Context: an optimization exercise on an open-source flow, tuned for small area. The choices shown serve that exercise and are no tape-out recipe. Function was checked by simulation only, so behaviour that the tests miss may differ from the original. Power is estimated from default activity; no workload was simulated.

File: run.sh
#!/bin/bash
# synth_recipe.tcl (not shown) runs the flow's synth.tcl, then flattens the netlist and writes it again
# the make line also repeats each setting of config.mk as NAME=value (left out here)
make -C /OpenROAD-flow-scripts/flow DESIGN_CONFIG=/design/flow/config.mk WORK_HOME=/design/flow/orfs CLKGATE_MAP_FILE= SYNTH_SCRIPT=/design/flow/synth_recipe.tcl finish
File: design.v
module priority_encoder # (
    parameter INPUT_WIDTH = 4,
    parameter ENC_WIDTH = $clog2(INPUT_WIDTH),
    parameter LSB_HIGH_PRIORITY = 0
)
(
    input logic [INPUT_WIDTH-1:0] input_unencoded,
    output logic [INPUT_WIDTH-1:0] output_unencoded,
    output logic [ENC_WIDTH-1:0] output_encoded,
    output logic output_valid
);
integer i;
always_comb begin
    if (LSB_HIGH_PRIORITY) begin
        i = INPUT_WIDTH;
        for (int k = INPUT_WIDTH - 1; k >= 0; k = k - 1)
            if (input_unencoded[k]) i = k;
    end else begin
        i = -1;
        for (int k = 0; k < INPUT_WIDTH; k = k + 1)
            if (input_unencoded[k]) i = k;
    end
    output_encoded = i[ENC_WIDTH-1:0];
end
assign output_valid = |input_unencoded;
assign output_unencoded = 1 << output_encoded;
endmodule
module arbiter # (
	parameter PORTS = 4,
	parameter ARB_TYPE_ROUND_ROBIN = 0,
	parameter ARB_BLOCK = 0,
	parameter ARB_BLOCK_ACK = 1,
	parameter ARB_LSB_HIGH_PRIORITY = 0
)
(
	input logic clk,
	input logic resetn,
	input logic [PORTS-1:0] request,
	input logic [PORTS-1:0] acknowledge,
	output logic [PORTS-1:0]         grant,
	output logic                     grant_valid,
	output logic [$clog2(PORTS)-1:0] grant_encoded
);
logic [PORTS-1:0]         grant_reg, grant_next;
logic                     grant_valid_reg, grant_valid_next;
logic [$clog2(PORTS)-1:0] grant_encoded_reg, grant_encoded_next;
assign grant_valid = grant_valid_reg;
assign grant = grant_reg;
assign grant_encoded = grant_encoded_reg;
logic                     request_valid;
logic [$clog2(PORTS)-1:0] request_index;
logic [PORTS-1:0]         request_mask;
priority_encoder #(
    .INPUT_WIDTH(PORTS),
    .LSB_HIGH_PRIORITY(ARB_LSB_HIGH_PRIORITY)
)
priority_encoder_request (
    .input_unencoded(request),
    .output_valid(request_valid),
    .output_encoded(request_index),
    .output_unencoded(request_mask)
);
logic [PORTS-1:0] mask_reg, mask_next;
logic masked_request_valid;
logic [$clog2(PORTS)-1:0] masked_request_index;
logic [PORTS-1:0] masked_request_mask;
priority_encoder #(
    .INPUT_WIDTH(PORTS),
    .LSB_HIGH_PRIORITY(ARB_LSB_HIGH_PRIORITY)
)
priority_encoder_masked (
    .input_unencoded(request & mask_reg),
    .output_valid(masked_request_valid),
    .output_encoded(masked_request_index),
    .output_unencoded(masked_request_mask)
);
always_comb begin : proc_grant
	grant_next = 0;
	grant_valid_next = 0;
	grant_encoded_next = 0;
	mask_next = 0;
	if (ARB_BLOCK && !ARB_BLOCK_ACK && grant_reg & request) begin
		grant_valid_next = grant_valid_reg;
		grant_next = grant_reg;
		grant_encoded_next = grant_encoded_reg;
	end else if (ARB_BLOCK && ARB_BLOCK_ACK && grant_valid && !(grant_reg & acknowledge)) begin
		grant_valid_next = grant_valid_reg;
		grant_next = grant_reg;
		grant_encoded_next = grant_encoded_reg;
	end else if (request_valid) begin
		if (ARB_TYPE_ROUND_ROBIN) begin
			if (masked_request_valid) begin
				grant_valid_next = 1;
				grant_next = masked_request_mask;
				grant_encoded_next = masked_request_index;
				if (ARB_LSB_HIGH_PRIORITY) begin
					mask_next = {PORTS{1'b1}} << (masked_request_index + 1);
				end else begin
					mask_next = {PORTS{1'b1}} >> (PORTS - masked_request_index);
				end
			end else begin
				grant_valid_next = 1;
				grant_next = request_mask;
				grant_encoded_next = request_index;
				if (ARB_LSB_HIGH_PRIORITY) begin
					mask_next = {PORTS{1'b1}} << (request_index + 1);
				end else begin
					mask_next = {PORTS{1'b1}} >> (PORTS - request_index);
				end
			end
		end else begin
			grant_valid_next = 1;
			grant_next = request_mask;
			grant_encoded_next = request_index;
		end
	end	
end
always_ff @(posedge clk or negedge resetn) begin
	if (~resetn) begin
		grant_reg <= 0;
		grant_valid_reg <= 0;
		grant_encoded_reg <= 0;
		mask_reg <= 0;
	end else begin
		grant_reg <= grant_next;
		grant_valid_reg <= grant_valid_next;
		grant_encoded_reg <= grant_encoded_next;
		mask_reg <= mask_next;
	end
end
endmodule
module axi_many_to_one_interconnect # (
	parameter C_S_COUNT = 4,
	parameter C_ADDR_WIDTH = 32,
	parameter C_DATA_WIDTH = 32,
	parameter C_STRB_WIDTH = C_DATA_WIDTH / 8,
	parameter C_ID_WIDTH = 4,
	parameter C_USER_WIDTH = 1,
	parameter C_ID_MT_USE = 1
)
(
	input logic clk,
	input logic resetn,
	input  logic [C_S_COUNT*C_ID_WIDTH-1:0]     s_axi_awid,
    input  logic [C_S_COUNT*C_ADDR_WIDTH-1:0]   s_axi_awaddr,
    input  logic [C_S_COUNT*8-1:0]              s_axi_awlen,
    input  logic [C_S_COUNT*3-1:0]              s_axi_awsize,
    input  logic [C_S_COUNT*2-1:0]              s_axi_awburst,
    input  logic [C_S_COUNT-1:0]                s_axi_awlock,
    input  logic [C_S_COUNT*4-1:0]              s_axi_awcache,
    input  logic [C_S_COUNT*3-1:0]              s_axi_awprot,
    input  logic [C_S_COUNT*4-1:0]              s_axi_awqos,
    input  logic [C_S_COUNT*C_USER_WIDTH-1:0]   s_axi_awuser,
    input  logic [C_S_COUNT-1:0]                s_axi_awvalid,
    output logic [C_S_COUNT-1:0]                s_axi_awready,
    input  logic [C_S_COUNT*C_DATA_WIDTH-1:0]   s_axi_wdata,
    input  logic [C_S_COUNT*C_STRB_WIDTH-1:0]   s_axi_wstrb,
    input  logic [C_S_COUNT-1:0]                s_axi_wlast,
    input  logic [C_S_COUNT*C_USER_WIDTH-1:0]   s_axi_wuser,
    input  logic [C_S_COUNT-1:0]                s_axi_wvalid,
    output logic [C_S_COUNT-1:0]                s_axi_wready,
    output logic [C_S_COUNT*C_ID_WIDTH-1:0]     s_axi_bid,
    output logic [C_S_COUNT*2-1:0]              s_axi_bresp,
    output logic [C_S_COUNT*C_USER_WIDTH-1:0]   s_axi_buser,
    output logic [C_S_COUNT-1:0]                s_axi_bvalid,
    input  logic [C_S_COUNT-1:0]                s_axi_bready,
    input  logic [C_S_COUNT*C_ID_WIDTH-1:0]     s_axi_arid,
    input  logic [C_S_COUNT*C_ADDR_WIDTH-1:0]   s_axi_araddr,
    input  logic [C_S_COUNT*8-1:0]              s_axi_arlen,
    input  logic [C_S_COUNT*3-1:0]              s_axi_arsize,
    input  logic [C_S_COUNT*2-1:0]              s_axi_arburst,
    input  logic [C_S_COUNT-1:0]                s_axi_arlock,
    input  logic [C_S_COUNT*4-1:0]              s_axi_arcache,
    input  logic [C_S_COUNT*3-1:0]              s_axi_arprot,
    input  logic [C_S_COUNT*4-1:0]              s_axi_arqos,
    input  logic [C_S_COUNT*C_USER_WIDTH-1:0]   s_axi_aruser,
    input  logic [C_S_COUNT-1:0]                s_axi_arvalid,
    output logic [C_S_COUNT-1:0]                s_axi_arready,
    output logic [C_S_COUNT*C_ID_WIDTH-1:0]     s_axi_rid,
    output logic [C_S_COUNT*C_DATA_WIDTH-1:0]   s_axi_rdata,
    output logic [C_S_COUNT*2-1:0]              s_axi_rresp,
    output logic [C_S_COUNT-1:0]                s_axi_rlast,
    output logic [C_S_COUNT*C_USER_WIDTH-1:0]   s_axi_ruser,
    output logic [C_S_COUNT-1:0]                s_axi_rvalid,
    input  logic [C_S_COUNT-1:0]                s_axi_rready,
	output logic [C_ID_WIDTH-1:0]   m_axi_awid,
    output logic [C_ADDR_WIDTH-1:0] m_axi_awaddr,
    output logic [7:0]              m_axi_awlen,
    output logic [2:0]              m_axi_awsize,
    output logic [1:0]              m_axi_awburst,
    output logic                    m_axi_awlock,
    output logic [3:0]              m_axi_awcache,
    output logic [2:0]              m_axi_awprot,
    output logic [3:0]              m_axi_awqos,
    output logic [3:0]              m_axi_awregion,
    output logic [C_USER_WIDTH-1:0] m_axi_awuser,
    output logic                    m_axi_awvalid,
    input  logic                    m_axi_awready,
    output logic [C_DATA_WIDTH-1:0] m_axi_wdata,
    output logic [C_STRB_WIDTH-1:0] m_axi_wstrb,
    output logic                    m_axi_wlast,
    output logic [C_USER_WIDTH-1:0] m_axi_wuser,
    output logic                    m_axi_wvalid,
    input  logic                    m_axi_wready,
    input  logic [C_ID_WIDTH-1:0]   m_axi_bid,
    input  logic [1:0]              m_axi_bresp,
    input  logic [C_USER_WIDTH-1:0] m_axi_buser,
    input  logic                    m_axi_bvalid,
    output logic                    m_axi_bready,
    output logic [C_ID_WIDTH-1:0]   m_axi_arid,
    output logic [C_ADDR_WIDTH-1:0] m_axi_araddr,
    output logic [7:0]              m_axi_arlen,
    output logic [2:0]              m_axi_arsize,
    output logic [1:0]              m_axi_arburst,
    output logic                    m_axi_arlock,
    output logic [3:0]              m_axi_arcache,
    output logic [2:0]              m_axi_arprot,
    output logic [3:0]              m_axi_arqos,
    output logic [3:0]              m_axi_arregion,
    output logic [C_USER_WIDTH-1:0] m_axi_aruser,
    output logic                    m_axi_arvalid,
    input  logic                    m_axi_arready,
    input  logic [C_ID_WIDTH-1:0]   m_axi_rid,
    input  logic [C_DATA_WIDTH-1:0] m_axi_rdata,
    input  logic [1:0]              m_axi_rresp,
    input  logic                    m_axi_rlast,
    input  logic [C_USER_WIDTH-1:0] m_axi_ruser,
    input  logic                    m_axi_rvalid,
    output logic                    m_axi_rready
);
parameter C_S_COUNT_LOG = $clog2(C_S_COUNT);
logic [C_S_COUNT-1:0] request;
logic [C_S_COUNT-1:0] acknowledge;
logic [C_S_COUNT-1:0] grant;
logic grant_valid;
logic [$clog2(C_S_COUNT)-1:0] grant_encoded;
logic read_finish_flag, read_finish_flag_next;
logic write_finish_flag, write_finish_flag_next;
genvar n;
generate
	for (n = 0; n < C_S_COUNT; n = n + 1) begin
		assign request[n] = s_axi_awvalid[n] | s_axi_arvalid[n];
	end
endgenerate
generate
	for (n = 0; n < C_S_COUNT; n = n + 1) begin
		assign acknowledge[n] = grant[n] && read_finish_flag && write_finish_flag;
	end
endgenerate
logic [C_S_COUNT_LOG-1:0] slave_select;
assign slave_select = grant_encoded;
arbiter # (
	.PORTS(C_S_COUNT),
	.ARB_TYPE_ROUND_ROBIN(1),
	.ARB_BLOCK(1),
	.ARB_BLOCK_ACK(1),
	.ARB_LSB_HIGH_PRIORITY(1)
) arbiter_inst (
	.clk(clk),
	.resetn(resetn),
	.request(request),
	.acknowledge(acknowledge),
	.grant(grant),
	.grant_valid(grant_valid),
	.grant_encoded(grant_encoded)
);
enum logic [1:0] {ST_IDLE, ST_TRANSACTION, ST_FINISH} curr_state, next_state;
always_comb begin
	next_state = curr_state;
	case (curr_state)
		ST_IDLE: begin
			if (grant_valid) begin
				next_state = ST_TRANSACTION;
			end
		end
		ST_TRANSACTION: begin
			if (read_finish_flag && write_finish_flag) begin
				next_state = ST_FINISH;
			end
		end
		ST_FINISH: begin
			next_state = ST_IDLE;
		end
	endcase
end
always_ff @ (posedge clk or negedge resetn) begin
	if (~resetn) begin
		curr_state <= ST_IDLE;
	end else begin
		curr_state <= next_state;
	end
end
logic [C_ID_WIDTH-1:0]   axi_awid_reg, axi_awid_next, axi_awid_selected;
logic [C_ADDR_WIDTH-1:0] axi_awaddr_reg, axi_awaddr_next, axi_awaddr_selected;
logic [7:0]              axi_awlen_reg, axi_awlen_next, axi_awlen_selected;
logic [2:0]              axi_awsize_reg, axi_awsize_next, axi_awsize_selected;
logic [1:0]              axi_awburst_reg, axi_awburst_next, axi_awburst_selected;
logic                    axi_awlock_reg, axi_awlock_next, axi_awlock_selected;
logic [3:0]              axi_awcache_reg, axi_awcache_next, axi_awcache_selected;
logic [2:0]              axi_awprot_reg, axi_awprot_next, axi_awprot_selected;
logic [3:0]              axi_awqos_reg, axi_awqos_next, axi_awqos_selected;
logic [C_USER_WIDTH-1:0] axi_awuser_reg, axi_awuser_next, axi_awuser_selected;
logic                    axi_awvalid_reg, axi_awvalid_next, axi_awvalid_selected;
logic                    axi_awready_reg, axi_awready_next;
logic [C_DATA_WIDTH-1:0] axi_wdata_reg, axi_wdata_next, axi_wdata_selected;
logic [C_STRB_WIDTH-1:0] axi_wstrb_reg, axi_wstrb_next, axi_wstrb_selected;
logic                    axi_wlast_reg, axi_wlast_next, axi_wlast_selected;
logic [C_USER_WIDTH-1:0] axi_wuser_reg, axi_wuser_next, axi_wuser_selected;
logic                    axi_wvalid_reg, axi_wvalid_next, axi_wvalid_selected;
logic                    axi_wready_reg, axi_wready_next;
logic [C_ID_WIDTH-1:0]   axi_bid_reg, axi_bid_next;
logic [1:0]              axi_bresp_reg, axi_bresp_next;
logic [C_USER_WIDTH-1:0] axi_buser_reg, axi_buser_next;
logic                    axi_bvalid_reg, axi_bvalid_next;
logic                    axi_bready_reg, axi_bready_next, axi_bready_selected;
logic [C_ID_WIDTH-1:0]   axi_arid_reg, axi_arid_next, axi_arid_selected;
logic [C_ADDR_WIDTH-1:0] axi_araddr_reg, axi_araddr_next, axi_araddr_selected;
logic [7:0]              axi_arlen_reg, axi_arlen_next, axi_arlen_selected;
logic [2:0]              axi_arsize_reg, axi_arsize_next, axi_arsize_selected;
logic [1:0]              axi_arburst_reg, axi_arburst_next, axi_arburst_selected;
logic                    axi_arlock_reg, axi_arlock_next, axi_arlock_selected;
logic [3:0]              axi_arcache_reg, axi_arcache_next, axi_arcache_selected;
logic [2:0]              axi_arprot_reg, axi_arprot_next, axi_arprot_selected;
logic [3:0]              axi_arqos_reg, axi_arqos_next, axi_arqos_selected;
logic [C_USER_WIDTH-1:0] axi_aruser_reg, axi_aruser_next, axi_aruser_selected;
logic                    axi_arvalid_reg, axi_arvalid_next, axi_arvalid_selected;
logic                    axi_arready_reg, axi_arready_next;
logic [C_ID_WIDTH-1:0]   axi_rid_reg, axi_rid_next;
logic [C_DATA_WIDTH-1:0] axi_rdata_reg, axi_rdata_next;
logic [1:0]              axi_rresp_reg, axi_rresp_next;
logic                    axi_rlast_reg, axi_rlast_next;
logic [C_USER_WIDTH-1:0] axi_ruser_reg, axi_ruser_next;
logic                    axi_rvalid_reg, axi_rvalid_next;
logic                    axi_rready_reg, axi_rready_next, axi_rready_selected;
assign axi_awid_selected = s_axi_awid [slave_select*C_ID_WIDTH +: C_ID_WIDTH];
assign axi_awaddr_selected = s_axi_awaddr [slave_select*C_ADDR_WIDTH +: C_ADDR_WIDTH];
assign axi_awlen_selected = s_axi_awlen [slave_select*8 +: 8];
assign axi_awsize_selected = s_axi_awsize [slave_select*3 +: 3];
assign axi_awburst_selected = s_axi_awburst [slave_select*2 +: 2];
assign axi_awlock_selected = s_axi_awlock [slave_select];
assign axi_awcache_selected = s_axi_awcache [slave_select*4 +: 4];
assign axi_awprot_selected = s_axi_awprot [slave_select*3 +: 3];
assign axi_awuser_selected = s_axi_awuser [slave_select*C_USER_WIDTH +: C_USER_WIDTH];
assign axi_awqos_selected = s_axi_awqos [slave_select*4 +: 4];
assign axi_awvalid_selected = s_axi_awvalid [slave_select];
assign axi_wdata_selected = s_axi_wdata [slave_select*C_DATA_WIDTH +: C_DATA_WIDTH];
assign axi_wstrb_selected = s_axi_wstrb [slave_select*C_STRB_WIDTH +: C_STRB_WIDTH];
assign axi_wlast_selected = s_axi_wlast [slave_select];
assign axi_wuser_selected = s_axi_wuser [slave_select*C_USER_WIDTH +: C_USER_WIDTH];
assign axi_wvalid_selected = s_axi_wvalid [slave_select];
assign axi_bready_selected = s_axi_bready [slave_select];
assign axi_arid_selected = s_axi_arid [slave_select*C_ID_WIDTH +: C_ID_WIDTH];
assign axi_araddr_selected = s_axi_araddr [slave_select*C_ADDR_WIDTH +: C_ADDR_WIDTH];
assign axi_arlen_selected = s_axi_arlen [slave_select*8 +: 8];
assign axi_arsize_selected = s_axi_arsize [slave_select*3 +: 3];
assign axi_arburst_selected = s_axi_arburst [slave_select*2 +: 2];
assign axi_arlock_selected = s_axi_arlock [slave_select];
assign axi_arcache_selected = s_axi_arcache [slave_select*4 +: 4];
assign axi_arprot_selected = s_axi_arprot [slave_select*3 +: 3];
assign axi_arqos_selected = s_axi_arqos [slave_select*4 +: 4];
assign axi_arvalid_selected = s_axi_arvalid [slave_select];
assign axi_aruser_selected = s_axi_aruser [slave_select*C_USER_WIDTH +: C_USER_WIDTH];
assign axi_rready_selected = s_axi_rready [slave_select];
always_comb begin
	s_axi_awready = 0;
	s_axi_arready = 0;
	s_axi_wready = 0;
	s_axi_bid = 0;
	s_axi_bresp = 0;
	s_axi_buser = 0;
	s_axi_bvalid = 0;
	s_axi_rvalid = 0;
	s_axi_rid = 0;
	s_axi_rdata = 0;
	s_axi_rresp = 0;
	s_axi_rlast = 0;
	s_axi_ruser = 0;
	if (curr_state == ST_TRANSACTION) begin
		s_axi_awready[slave_select] = axi_awready_reg;
		s_axi_wready[slave_select] = axi_wready_reg;
		s_axi_bid[slave_select*C_ID_WIDTH +: C_ID_WIDTH] = axi_bid_reg;
		s_axi_bresp[slave_select*2 +: 2] = axi_bresp_reg;
		s_axi_buser[slave_select*C_USER_WIDTH +: C_USER_WIDTH] = axi_buser_reg;
		s_axi_bvalid[slave_select] = axi_bvalid_reg;
		s_axi_arready[slave_select] = axi_arready_reg;
		s_axi_rid[slave_select*C_ID_WIDTH +: C_ID_WIDTH] = axi_rid_reg;
		s_axi_rdata[slave_select*C_DATA_WIDTH +: C_DATA_WIDTH] = axi_rdata_reg;
		s_axi_rresp[slave_select*2 +: 2] = axi_rresp_reg;
		s_axi_rlast[slave_select] = axi_rlast_reg;
		s_axi_ruser[slave_select*C_USER_WIDTH +: C_USER_WIDTH] = axi_ruser_reg;
		s_axi_rvalid[slave_select] = axi_rvalid_reg;
	end
end
assign m_axi_awid = axi_awid_reg;
assign m_axi_awaddr = axi_awaddr_reg;
assign m_axi_awlen = axi_awlen_reg;
assign m_axi_awsize = axi_awsize_reg;
assign m_axi_awburst = axi_awburst_reg;
assign m_axi_awlock = axi_awlock_reg;
assign m_axi_awcache = axi_awcache_reg;
assign m_axi_awprot = axi_awprot_reg;
assign m_axi_awqos = axi_awqos_reg;
assign m_axi_awregion = 4'd0;
assign m_axi_awuser = axi_awuser_reg;
assign m_axi_awvalid = axi_awvalid_reg;
assign m_axi_wdata = axi_wdata_reg;
assign m_axi_wstrb = axi_wstrb_reg;
assign m_axi_wlast = axi_wlast_reg;
assign m_axi_wuser = axi_wuser_reg;
assign m_axi_wvalid = axi_wvalid_reg;
assign m_axi_bready = axi_bready_reg;
assign m_axi_arid = axi_arid_reg;
assign m_axi_araddr = axi_araddr_reg;
assign m_axi_arlen = axi_arlen_reg;
assign m_axi_arsize = axi_arsize_reg;
assign m_axi_arburst = axi_arburst_reg;
assign m_axi_arlock = axi_arlock_reg;
assign m_axi_arcache = axi_arcache_reg;
assign m_axi_arprot = axi_arprot_reg;
assign m_axi_arqos = axi_arqos_reg;
assign m_axi_arregion = 4'd0;
assign m_axi_aruser = axi_aruser_reg;
assign m_axi_arvalid = axi_arvalid_reg;
assign m_axi_rready = axi_rready_reg;
logic is_read, is_read_next;
logic s_awrite_beat_ready, s_write_beat_ready, s_write_resp_beat_ready, s_aread_beat_ready, s_read_beat_ready;
logic m_awrite_beat_ready, m_write_beat_ready, m_write_resp_beat_ready, m_aread_beat_ready, m_read_beat_ready;
assign s_awrite_beat_ready = axi_awvalid_selected && axi_awready_reg;
assign s_write_beat_ready = axi_wvalid_selected && axi_wready_reg;
assign s_write_resp_beat_ready = axi_bvalid_reg && axi_bready_selected;
assign s_aread_beat_ready = axi_arvalid_selected && axi_arready_reg;
assign s_read_beat_ready = axi_rvalid_reg && axi_rready_selected;
assign m_awrite_beat_ready = axi_awvalid_reg && m_axi_awready;
assign m_write_beat_ready = axi_wvalid_reg && m_axi_wready;
assign m_write_resp_beat_ready = m_axi_bvalid && axi_bready_reg;
assign m_aread_beat_ready = axi_arvalid_reg && m_axi_arready;
assign m_read_beat_ready = m_axi_rvalid && axi_rready_reg;
generate
	if (C_ID_MT_USE) begin
		logic [4:0] read_declared_transaction_counter, read_declared_transaction_counter_next;
		logic [4:0] write_declared_transaction_counter, write_declared_transaction_counter_next;
		logic [4:0] read_completed_transaction_counter, read_completed_transaction_counter_next;
		logic [4:0] write_completed_transaction_counter, write_completed_transaction_counter_next;
		logic [4:0] wlast_counter, wlast_counter_next;
		logic write_counters_equal, read_counters_equal;
		logic write_ids_equal, read_ids_equal;
		assign write_counters_equal = write_declared_transaction_counter == write_completed_transaction_counter;
		assign read_counters_equal = read_declared_transaction_counter == read_completed_transaction_counter;
		assign write_ids_equal = axi_awid_selected == axi_awid_reg;
		assign read_ids_equal = axi_arid_selected == axi_arid_reg;
		always_comb begin
			axi_awready_next = 1'b0;
			axi_wready_next = 1'b0;
			axi_arready_next = 1'b0;
			read_finish_flag_next = 1'b0;
			write_finish_flag_next = 1'b0;
			read_declared_transaction_counter_next = read_declared_transaction_counter;
			write_declared_transaction_counter_next = write_declared_transaction_counter;
			read_completed_transaction_counter_next = read_completed_transaction_counter;
			write_completed_transaction_counter_next = write_completed_transaction_counter;
			wlast_counter_next = wlast_counter;
			case (curr_state)
				ST_IDLE: begin
					if (grant_valid) begin
						axi_arready_next =  1'b1;
						axi_awready_next = 1'b1;
						read_declared_transaction_counter_next = 0;
						write_declared_transaction_counter_next = 0;
						read_completed_transaction_counter_next = 0;
						write_completed_transaction_counter_next = 0;
						wlast_counter_next = 0;
					end
				end
				ST_TRANSACTION: begin
					if (s_awrite_beat_ready) begin
						axi_awready_next = 1'b0;
						write_declared_transaction_counter_next = write_declared_transaction_counter + 1;
					end else begin
						if (is_read && !read_finish_flag) begin
							axi_awready_next = (axi_awvalid_selected && write_ids_equal) && (!axi_awvalid_reg || m_axi_awready);
						end else begin
							axi_awready_next = !write_counters_equal && (axi_awvalid_selected && write_ids_equal) && (!axi_awvalid_reg || m_axi_awready);
						end
					end
					if (wlast_counter < write_declared_transaction_counter) begin
						axi_wready_next = s_write_beat_ready ? m_write_beat_ready : (!axi_wvalid_reg || m_axi_wready);
					end else begin
						axi_wready_next = 1'b0;
					end
					if (s_write_resp_beat_ready) begin
						write_completed_transaction_counter_next = write_completed_transaction_counter + 1;
					end
					if (s_write_beat_ready && axi_wlast_selected) begin
						wlast_counter_next = wlast_counter + 1;
					end
					if (is_read && !read_finish_flag) begin
						write_finish_flag_next = 1'b0;
					end else begin
						write_finish_flag_next = write_finish_flag ? 1'b1 : write_counters_equal && !s_awrite_beat_ready;
					end
					if (s_aread_beat_ready) begin
						axi_arready_next = 1'b0;
						read_declared_transaction_counter_next = read_declared_transaction_counter + 1;
					end else begin
						if (!is_read && !write_finish_flag) begin
							axi_arready_next = (axi_arvalid_selected && read_ids_equal) && (!axi_arvalid_reg || m_axi_arready);
						end else begin
							axi_arready_next = !read_counters_equal && (axi_arvalid_selected && read_ids_equal) && (!axi_arvalid_reg || m_axi_arready);
						end
					end
					if (s_read_beat_ready && axi_rlast_reg) begin
						read_completed_transaction_counter_next = read_completed_transaction_counter + 1;
					end
					if (!is_read && !write_finish_flag) begin
						read_finish_flag_next = 1'b0;
					end else begin
						read_finish_flag_next = read_finish_flag ? 1'b1 : read_counters_equal && !s_aread_beat_ready;
					end
				end
				ST_FINISH: begin
					read_finish_flag_next = 1'b0;
					write_finish_flag_next = 1'b0;
					wlast_counter_next = 1'b0;
					read_declared_transaction_counter_next = 0;
					write_declared_transaction_counter_next = 0;
					read_completed_transaction_counter_next = 0;
					write_completed_transaction_counter_next = 0;
				end
			endcase
		end
		always_ff @ (posedge clk or negedge resetn) begin
			if (~resetn) begin
				read_declared_transaction_counter <= 0;
				write_declared_transaction_counter <= 0;
				read_completed_transaction_counter <= 0;
				write_completed_transaction_counter <= 0;
				wlast_counter <= 0;
			end else begin
				read_declared_transaction_counter <= read_declared_transaction_counter_next;
				write_declared_transaction_counter <= write_declared_transaction_counter_next;
				read_completed_transaction_counter <= read_completed_transaction_counter_next;
				write_completed_transaction_counter <= write_completed_transaction_counter_next;
				wlast_counter <= wlast_counter_next;
			end
		end
	end else begin
		logic write_last_flag, write_last_flag_next;
		logic [3:0] wlast_counter, wlast_counter_next;
		logic [3:0] declared_transaction_counter, declared_transaction_counter_next;
		logic [3:0] completed_transaction_counter, completed_transaction_counter_next;
		logic counters_equal;
		assign counters_equal = declared_transaction_counter == completed_transaction_counter;
		always_comb begin
			axi_awready_next = 1'b0;
			axi_wready_next = 1'b0;
			axi_arready_next = 1'b0;
			read_finish_flag_next = 1'b0;
			write_finish_flag_next = 1'b0;
			declared_transaction_counter_next = declared_transaction_counter;
			completed_transaction_counter_next = completed_transaction_counter;
			wlast_counter_next = wlast_counter;
			case (curr_state)
				ST_IDLE: begin
					if (grant_valid) begin
						axi_arready_next = 1'b1;
						axi_awready_next = 1'b1;
						write_last_flag_next = 0;
						declared_transaction_counter_next = 0;
						completed_transaction_counter_next = 0;
						wlast_counter_next = 0;
					end
				end
				ST_TRANSACTION: begin
					if (is_read && !read_finish_flag) begin
						axi_awready_next =  !s_awrite_beat_ready && (!axi_awvalid_reg || m_axi_awready);
						write_finish_flag_next = 1'b0;
					end else begin
						axi_awready_next = 1'b0;
						if (is_read) begin
							write_finish_flag_next = write_finish_flag ? 1'b1 : counters_equal && !s_awrite_beat_ready;
						end else begin
							write_finish_flag_next = write_finish_flag ? 1'b1 : s_write_resp_beat_ready;
						end
					end
					if (is_read) begin
						if (wlast_counter < declared_transaction_counter) begin
							axi_wready_next = s_write_beat_ready ? m_write_beat_ready : !axi_wvalid_reg || m_axi_wready;
						end else begin
							axi_wready_next = 1'b0;
						end
					end else begin
						if (wlast_counter == 0) begin
							axi_wready_next = s_write_beat_ready ? m_write_beat_ready : !axi_wvalid_reg || m_axi_wready;
						end else begin
							axi_wready_next = 1'b0;
						end
					end
					if (!is_read && !write_finish_flag) begin
						axi_arready_next = !s_aread_beat_ready && !axi_arvalid_reg || m_axi_arready;
						read_finish_flag_next = 1'b0;
					end else begin
						axi_arready_next = 1'b0;
						if (is_read) begin
							read_finish_flag_next = read_finish_flag ? 1'b1 : s_read_beat_ready && axi_rlast_reg;
						end else begin
							read_finish_flag_next = read_finish_flag ? 1'b1 : counters_equal && !s_aread_beat_ready;
						end
					end
					if ((is_read && s_awrite_beat_ready) || (!is_read && s_aread_beat_ready)) begin
						declared_transaction_counter_next = declared_transaction_counter + 1;
					end
					if ((is_read && s_write_resp_beat_ready) || (!is_read && s_read_beat_ready && axi_rlast_reg)) begin
						completed_transaction_counter_next = completed_transaction_counter + 1;
					end
					if (s_write_beat_ready && axi_wlast_selected) begin
						wlast_counter_next = wlast_counter + 1;
					end
				end
				ST_FINISH: begin
					write_last_flag_next = 1'b0;
					read_finish_flag_next = 1'b0;
					wlast_counter_next = 0;
					declared_transaction_counter_next = 1'b0;
					completed_transaction_counter_next = 1'b0;
				end
			endcase
		end
		always_ff @ (posedge clk or negedge resetn) begin
			if (~resetn) begin
				wlast_counter <= 0;
				declared_transaction_counter <= 0;
				completed_transaction_counter <= 0;
			end else begin
				wlast_counter <= wlast_counter_next;
				declared_transaction_counter <= declared_transaction_counter_next;
				completed_transaction_counter <= completed_transaction_counter_next;
			end
		end
	end
endgenerate
always_comb begin
	axi_awvalid_next = 1'b0;
	axi_wvalid_next = 1'b0;
	axi_bready_next = 1'b0;
	axi_bvalid_next = 1'b0;
	axi_arvalid_next = 1'b0;
	axi_rvalid_next = 1'b0;
	axi_rready_next = 1'b0;
	is_read_next = is_read;
	axi_awid_next = axi_awid_reg;
	axi_awaddr_next = axi_awaddr_reg;
	axi_awlen_next = axi_awlen_reg;
	axi_awsize_next = axi_awsize_reg;
	axi_awburst_next = axi_awburst_reg;
	axi_awlock_next = axi_awlock_reg;
	axi_awcache_next = axi_awcache_reg;
	axi_awprot_next = axi_awprot_reg;
	axi_awqos_next = axi_awqos_reg;
	axi_awuser_next = axi_awuser_reg;
	axi_wdata_next = axi_wdata_reg;
	axi_wstrb_next = axi_wstrb_reg;
	axi_wlast_next = axi_wlast_reg;
	axi_wuser_next = axi_wuser_reg;
	axi_bid_next = axi_bid_reg;
	axi_bresp_next = axi_bresp_reg;
	axi_buser_next = axi_buser_reg;
	axi_arid_next = axi_arid_reg;
	axi_araddr_next = axi_araddr_reg;
	axi_arlen_next = axi_arlen_reg;
	axi_arsize_next = axi_arsize_reg;
	axi_arburst_next = axi_arburst_reg;
	axi_arlock_next = axi_arlock_reg;
	axi_arcache_next = axi_arcache_reg;
	axi_arprot_next = axi_arprot_reg;
	axi_arqos_next = axi_arqos_reg;
	axi_aruser_next = axi_aruser_reg;
	axi_rid_next = axi_rid_reg;
	axi_rdata_next = axi_rdata_reg;
	axi_rresp_next = axi_rresp_reg;
	axi_rlast_next = axi_rlast_reg;
	axi_ruser_next = axi_ruser_reg;
	case (curr_state)
		ST_IDLE: begin
			is_read_next = axi_arvalid_selected;
		end
		ST_TRANSACTION: begin
			if (s_awrite_beat_ready) begin
				axi_awid_next = axi_awid_selected;
				axi_awaddr_next = axi_awaddr_selected;
				axi_awlen_next = axi_awlen_selected;
				axi_awsize_next = axi_awsize_selected;
				axi_awburst_next = axi_awburst_selected;
				axi_awlock_next = axi_awlock_selected;
				axi_awcache_next = axi_awcache_selected;
				axi_awprot_next = axi_awprot_selected;
				axi_awqos_next = axi_awqos_selected;
				axi_awuser_next = axi_awuser_selected;
				axi_awvalid_next = 1'b1;
			end else begin
				axi_awid_next = axi_awid_reg;
				axi_awaddr_next = axi_awaddr_reg;
				axi_awlen_next = axi_awlen_reg;
				axi_awsize_next = axi_awsize_reg;
				axi_awburst_next = axi_awburst_reg;
				axi_awlock_next = axi_awlock_reg;
				axi_awcache_next = axi_awcache_reg;
				axi_awprot_next = axi_awprot_reg;
				axi_awqos_next = axi_awqos_reg;
				axi_awuser_next = axi_awuser_reg;
				axi_awvalid_next = m_awrite_beat_ready? 1'b0 : axi_awvalid_reg;
			end
			if (s_write_beat_ready) begin
				axi_wdata_next = axi_wdata_selected;
				axi_wstrb_next = axi_wstrb_selected;
				axi_wlast_next = axi_wlast_selected;
				axi_wuser_next = axi_wuser_selected;
				axi_wvalid_next = 1'b1;
			end else begin
				axi_wdata_next = axi_wdata_reg;
				axi_wstrb_next = axi_wstrb_reg;
				axi_wlast_next = axi_wlast_reg;
				axi_wuser_next = axi_wuser_reg;
				axi_wvalid_next = m_write_beat_ready ? 1'b0 : axi_wvalid_reg;
			end
			axi_bready_next = !axi_bvalid_reg || axi_bready_selected;
			if (m_write_resp_beat_ready) begin
				axi_bid_next = m_axi_bid;
				axi_bresp_next = m_axi_bresp;
				axi_buser_next = m_axi_buser;
				axi_bvalid_next = 1'b1;
			end else begin
				axi_bid_next = axi_bid_reg;
				axi_bresp_next = axi_bresp_reg;
				axi_buser_next = axi_buser_reg;
				axi_bvalid_next = s_write_resp_beat_ready ? 1'b0 : axi_bvalid_reg;
			end
			if (s_aread_beat_ready) begin
				axi_arid_next = axi_arid_selected;
				axi_araddr_next = axi_araddr_selected;
				axi_arlen_next = axi_arlen_selected;
				axi_arsize_next = axi_arsize_selected;
				axi_arburst_next = axi_arburst_selected;
				axi_arlock_next = axi_arlock_selected;
				axi_arcache_next = axi_arcache_selected;
				axi_arprot_next = axi_arprot_selected;
				axi_arqos_next = axi_arqos_selected;
				axi_aruser_next = axi_aruser_selected;
				axi_arvalid_next = 1'b1;
			end else begin
				axi_arid_next = axi_arid_reg;
				axi_araddr_next = axi_araddr_reg;
				axi_arlen_next = axi_arlen_reg;
				axi_arsize_next = axi_arsize_reg;
				axi_arburst_next = axi_arburst_reg;
				axi_arlock_next = axi_arlock_reg;
				axi_arcache_next = axi_arcache_reg;
				axi_arprot_next = axi_arprot_reg;
				axi_arqos_next = axi_arqos_reg;
				axi_aruser_next = axi_aruser_reg;
				axi_arvalid_next = m_aread_beat_ready ? 1'b0 : axi_arvalid_reg;
			end
			if (read_finish_flag) begin
				axi_rready_next = 0;
			end else begin
				axi_rready_next = m_read_beat_ready ? s_read_beat_ready : (!axi_rvalid_reg || axi_rready_selected);
			end
			if (m_read_beat_ready) begin
				axi_rid_next = m_axi_rid;
				axi_rdata_next = m_axi_rdata;
				axi_rresp_next = m_axi_rresp;
				axi_rlast_next = m_axi_rlast;
				axi_ruser_next = m_axi_ruser;
				axi_rvalid_next = 1'b1;
			end else begin
				axi_rid_next = axi_rid_reg;
				axi_rdata_next = axi_rdata_reg;
				axi_rresp_next = axi_rresp_reg;
				axi_rlast_next = axi_rlast_reg;
				axi_ruser_next = axi_ruser_reg;
				axi_rvalid_next = s_read_beat_ready ? 1'b0 : axi_rvalid_reg;
			end
		end
	endcase
end
always_ff @ (posedge clk or negedge resetn) begin
	if (~resetn) begin
		axi_awvalid_reg <= 0;
		axi_awready_reg <= 0;
		axi_wvalid_reg <= 0;
		axi_wready_reg <= 0;
		axi_bvalid_reg <= 0;
		axi_bready_reg <= 0;
		axi_arvalid_reg <= 0;
		axi_arready_reg <= 0;
		axi_rready_reg <= 0;
		axi_rvalid_reg <= 0;
		read_finish_flag <= 0;
		write_finish_flag <= 0;
		is_read <= 0;
		axi_awid_reg <= 0;
		axi_arid_reg <= 0;
	end else begin
		axi_awid_reg <= axi_awid_next;
		axi_arid_reg <= axi_arid_next;
		axi_awvalid_reg <= axi_awvalid_next;
		axi_awready_reg <= axi_awready_next;
		axi_wvalid_reg <= axi_wvalid_next;
		axi_wready_reg <= axi_wready_next;
		axi_bvalid_reg <= axi_bvalid_next;
		axi_bready_reg <= axi_bready_next;
		axi_arvalid_reg <= axi_arvalid_next;
		axi_arready_reg <= axi_arready_next;
		axi_rvalid_reg <= axi_rvalid_next;
		axi_rready_reg <= axi_rready_next;
		read_finish_flag <= read_finish_flag_next;
		write_finish_flag <= write_finish_flag_next;
		is_read <= is_read_next;
	end
end
always_ff @ (posedge clk) begin
	if (resetn) begin
		axi_awaddr_reg <= axi_awaddr_next;
		axi_awlen_reg <= axi_awlen_next;
		axi_awsize_reg <= axi_awsize_next;
		axi_awburst_reg <= axi_awburst_next;
		axi_awlock_reg <= axi_awlock_next;
		axi_awcache_reg <= axi_awcache_next;
		axi_awprot_reg <= axi_awprot_next;
		axi_awqos_reg <= axi_awqos_next;
		axi_awuser_reg <= axi_awuser_next;
		axi_wdata_reg <= axi_wdata_next;
		axi_wstrb_reg <= axi_wstrb_next;
		axi_wlast_reg <= axi_wlast_next;
		axi_wuser_reg <= axi_wuser_next;
		axi_bid_reg <= axi_bid_next;
		axi_bresp_reg <= axi_bresp_next;
		axi_buser_reg <= axi_buser_next;
		axi_araddr_reg <= axi_araddr_next;
		axi_arlen_reg <= axi_arlen_next;
		axi_arsize_reg <= axi_arsize_next;
		axi_arburst_reg <= axi_arburst_next;
		axi_arlock_reg <= axi_arlock_next;
		axi_arcache_reg <= axi_arcache_next;
		axi_arprot_reg <= axi_arprot_next;
		axi_arqos_reg <= axi_arqos_next;
		axi_aruser_reg <= axi_aruser_next;
		axi_rid_reg <= axi_rid_next;
		axi_rdata_reg <= axi_rdata_next;
		axi_rresp_reg <= axi_rresp_next;
		axi_rlast_reg <= axi_rlast_next;
		axi_ruser_reg <= axi_ruser_next;
	end
end
endmodule
File: config.mk
export PLATFORM = sky130hd
export DESIGN_NAME = axi_many_to_one_interconnect
export DESIGN_NICKNAME = axi_many_to_one_interconnect
export VERILOG_FILES = /design/flow/design.v
export SDC_FILE = /design/flow/constraint.sdc
export NUM_CORES = 4
export LEC_CHECK = 0
export CAP_MARGIN = 20
export CORE_AREA = 10 10 410 410
export DIE_AREA = 0 0 420 420
export PLACE_DENSITY = 0.5
export SLEW_MARGIN = 20
File: constraint.sdc
create_clock -name core_clock -period 5.0 [get_ports {clk}]
set_input_delay 1.0000 -clock core_clock [delete_from_list [all_inputs] [get_ports {clk}]]
set_output_delay 1.0000 -clock core_clock [all_outputs]
set_load 0.01 [all_outputs]
==> results.toml <==
[outcome]
outcome = "finished clean"

[grt]
antenna_found_initial = 25
grt_max_degree = 59
grt_pass1_wl_um = 137000
grt-ovfl-total = 0
grt_pass1_vias = 14600
grt_use_total_pct = 11.4

[flow_run]
maxCapViolations = 0

[power]
switchingPower_mw = 4.12
p_int_mw = 7.48
switching_share_pct = 35.5
p_leak_nw = 9.78
pwr-share-comb_pct = 47.7
power_density_nw_per_um2 = 395
p_seq_share_pct = 27.3
ir_drop_mv = 0.318
power_frac_clock_pct = 25.1

[route]
via_count = 13500
wl_per_cell_um = 25.7
route.detailed.drc = 0
wl_um = 107000
drtIter0Drc = 738
via_per_inst = 3.24
firstDrtPassIters = 5
ant_nets = 0

[worst_setup_path]
path_class = "register to output port"
worstPathCellList = "inv_2, ha_1, nor2b_1, and3_2, and2_1, clkdlybuf4s50_1"
arrival_ns = 3.14
worstPathMaxFanout = 52
cpPeakStageDelay_ns = 0.82
end_kind = "output port"
r2r_start = "arbiter_inst.grant_encoded_reg[0]"
cp.required_ns = 4.00
start_kind = "register"
crit_start = "arbiter_inst.grant_encoded_reg[0]"
crit_slowest_cell = "and3_2"

[floorplanning]
coreArea_sq_um = 159000
die_y_um = 420
die_w_um = 420
rows = 146
die_area_sq_um = 176000
start_util_pct = 9.18
io_pins = 1105

[cts]
cts_resized = 0
clkTransAtPathRegs_ns = 0.06
cts_made_buffers = 40
cts_root_buf = "clkbuf_16"
cts.sinks = 260
cts_tree = "yes"
htree_num_levels = 2
postCtsSetupBuffers = 0
cts.path.max_buffers = 3
hold_buffers = 0
clk_latency_ns = 0.59

[synthesis]
synth_top_area_share_pct = 41.4
synth_area_leaders = "edfxtp_1 (41%), mux4_2 (26%), dfrtp_1 (10%)"
syn_area_sq_um = 14600
synth_cell_types = 46
ys_ff_latch = 260
yosys_warnings = 3
yosysTopAreaCell = "edfxtp_1"
synth.avg_cell_area_sq_um = 15.3
ys.flop_type = "edfxtp_1"
synth_sequential_area_ratio_pct = 51.5
async_flop_share_pct = 22.7
synth_edf_count = 201
synth_cells = 955

[cells_and_area]
fin_nets = 2784
num-fill-cells = 17400
layout_commonest_cell = "clkdlybuf4s50_1"
drive_gt1_share_pct = 13.3
final_util_pct = 18.5
seqCellArea_sq_um = 7520
area_growth_pct = 102
layout_common_cells = "clkdlybuf4s50_1 (1095), and2_1 (210), edfxtp_1 (201)"
multiInputGateArea_sq_um = 6710
instances_no_fill = 4161

[sta]
tightest_slew_ns = 0.933
slew_headroom_pct = 37.8
slew_viol_final = 0
setup_viol = 0
max_freq_ghz = 0.241
post-route-min-period_ns = 4.14
fin_skew_ns = 0.0261
rsz0062_at_grt = "false"
fin_crit_sh_pct = 82.8
hold_viol_final = 0
finalSetupTns_ns = 0

[placed_design]
dp_cells = 4079
dp_hpwl_um = 91500
port-buffer-count = 1096
routabilityCongestion = 0.826

[min_path]
hold_class = "input port to async pin"
[power by group through the flow]
stage / clock network [mW] / registers (mW) / logic, mW
2_1_floorplan: 0 / 3.16 / 2.84
3_3_place_gp: 0 / 3.20 / 5.69
3_5_place_dp: 0 / 3.21 / 5.70
4_1_cts: 3.06 / 3.17 / 5.73
5_1_grt: 3.14 / 3.20 / 5.95
6_report: 2.91 / 3.16 / 5.53
[synthesized netlist by cell type (2+ instances only)]
cell type	n
nor2_1	27
nor2b_1	7
o22ai_1	3
xor2_1	6
a21boi_0	4
or4_1	2
mux2_2	12
o21ai_0	11
clkbuf_1	34
nor4_1	2
buf_2	25
xnor2_1	23
inv_1	11
nor3_1	13
buf_1	3
buf_4	8
nand4_1	10
edfxtp_1	201
buf_6	5
a22o_1	17
and3_1	4
nand4b_1	2
nand2_1	23
nand2b_1	5
a21oi_1	9
nand3_1	17
a21o_1	6
ha_1	13
dfrtp_1	59
nor3b_1	2
and2_1	210
mux4_2	167
[through the flow]
step	hold WS [ns]	cell area, sq um	worst slack (ns)	total power [mW]
after CTS	0.267	29400	0.711	12.0
after detailed placement	0.481	28100	1.39	8.91
after global routing	0.296	29400	0.576	12.3
after floorplan	0.450	14600	0.696	6.00
final	0.303	29400	0.859	11.6
after global placement	0.480	28100	1.45	8.89
[critical path: cells and delay by family (launching register included)]
kind | cells | cell delay, ns
and+or+nand+nor | 3 | 1.26
adders and majority gates | 1 | 0.20
buffers and inverters | 2 | 0.64
DFF | 1 | 0.43
[worst paths after layout]
path	cells past startpoint	slack [ns]	endpoint
max	6	0.86	s_axi_rdata[81]
min	1	0.30	axi_arid_reg[0]
max reg2reg	6	1.78	axi_awready_reg
min reg2reg	1	0.49	arbiter_inst.grant_reg[0]
max in group asynchronous	2	3.51	arbiter_inst.grant_encoded_reg[1]
min in group core_clock	1	0.49	arbiter_inst.grant_reg[0]
[cell type report]
type                    instances  share of cell area [%]
diodes                          9                  0.0766
clock buffers                  48                    3.58
clock inverters                25                   0.830
inverters                      12                   0.153
multi-input cells             616                    22.8
flip-flops and latches        260                    25.6
well taps                    2072                    8.82
repair buffers               1119                    38.1
[routing by layer]
metal  global-route usage [%]  routed length [um]  vias to the layer above
met2                     20.5               55100                      701
li1                         -                   -                     5920
met3                     4.21                9540                      127
met4                     3.91                3670                       14
met1                     12.3               38600                     6718
met5                        0                  80                        -
[cells by family (layout without fill, tap and decap cells)]
group	count (synthesis)	after routing	share of synthesized area, %
and+or+nand+nor	329	329	13.2
DFF	260	260	51.5
muxes	181	181	26.9
buffers and inverters	87	1204	2.92
AOI/OAI and AO/OA	55	55	2.61
xor gates and xnor gates	29	29	1.74
adders and majority gates	13	13	1.12
other	1	18	0.0257

re-timing with driven ports:
The flow's constraints put no driver on any port. The routed layout listed below was extracted and timed again, unchanged, in two steps.
Step 1, drivers: a clkbuf_16 drives clk and a buf_2 each remaining input, both assumed.
Step 2 moves the port delays by t, midway between the first and last clock arrival at a register: inputs arrive t later, outputs are due t later. That takes back most of the time a late clock gives input paths.
a / b / c = no drivers / after step 1 / after step 2; a / b = the first two.
shift t [ns]: 0.663
slack for setup (ns): 0.859 / 0.777 / 1.440
worst setup path at the end: register to output
worst register clock-pin slew, ns: 0.07 / 0.07
worst slew at a driven data input, ns: 0.22
After both steps setup and hold are still met in this run. For this run, drivers alone change the setup slack by -0.082 ns; drivers and shift together by +0.581 ns.
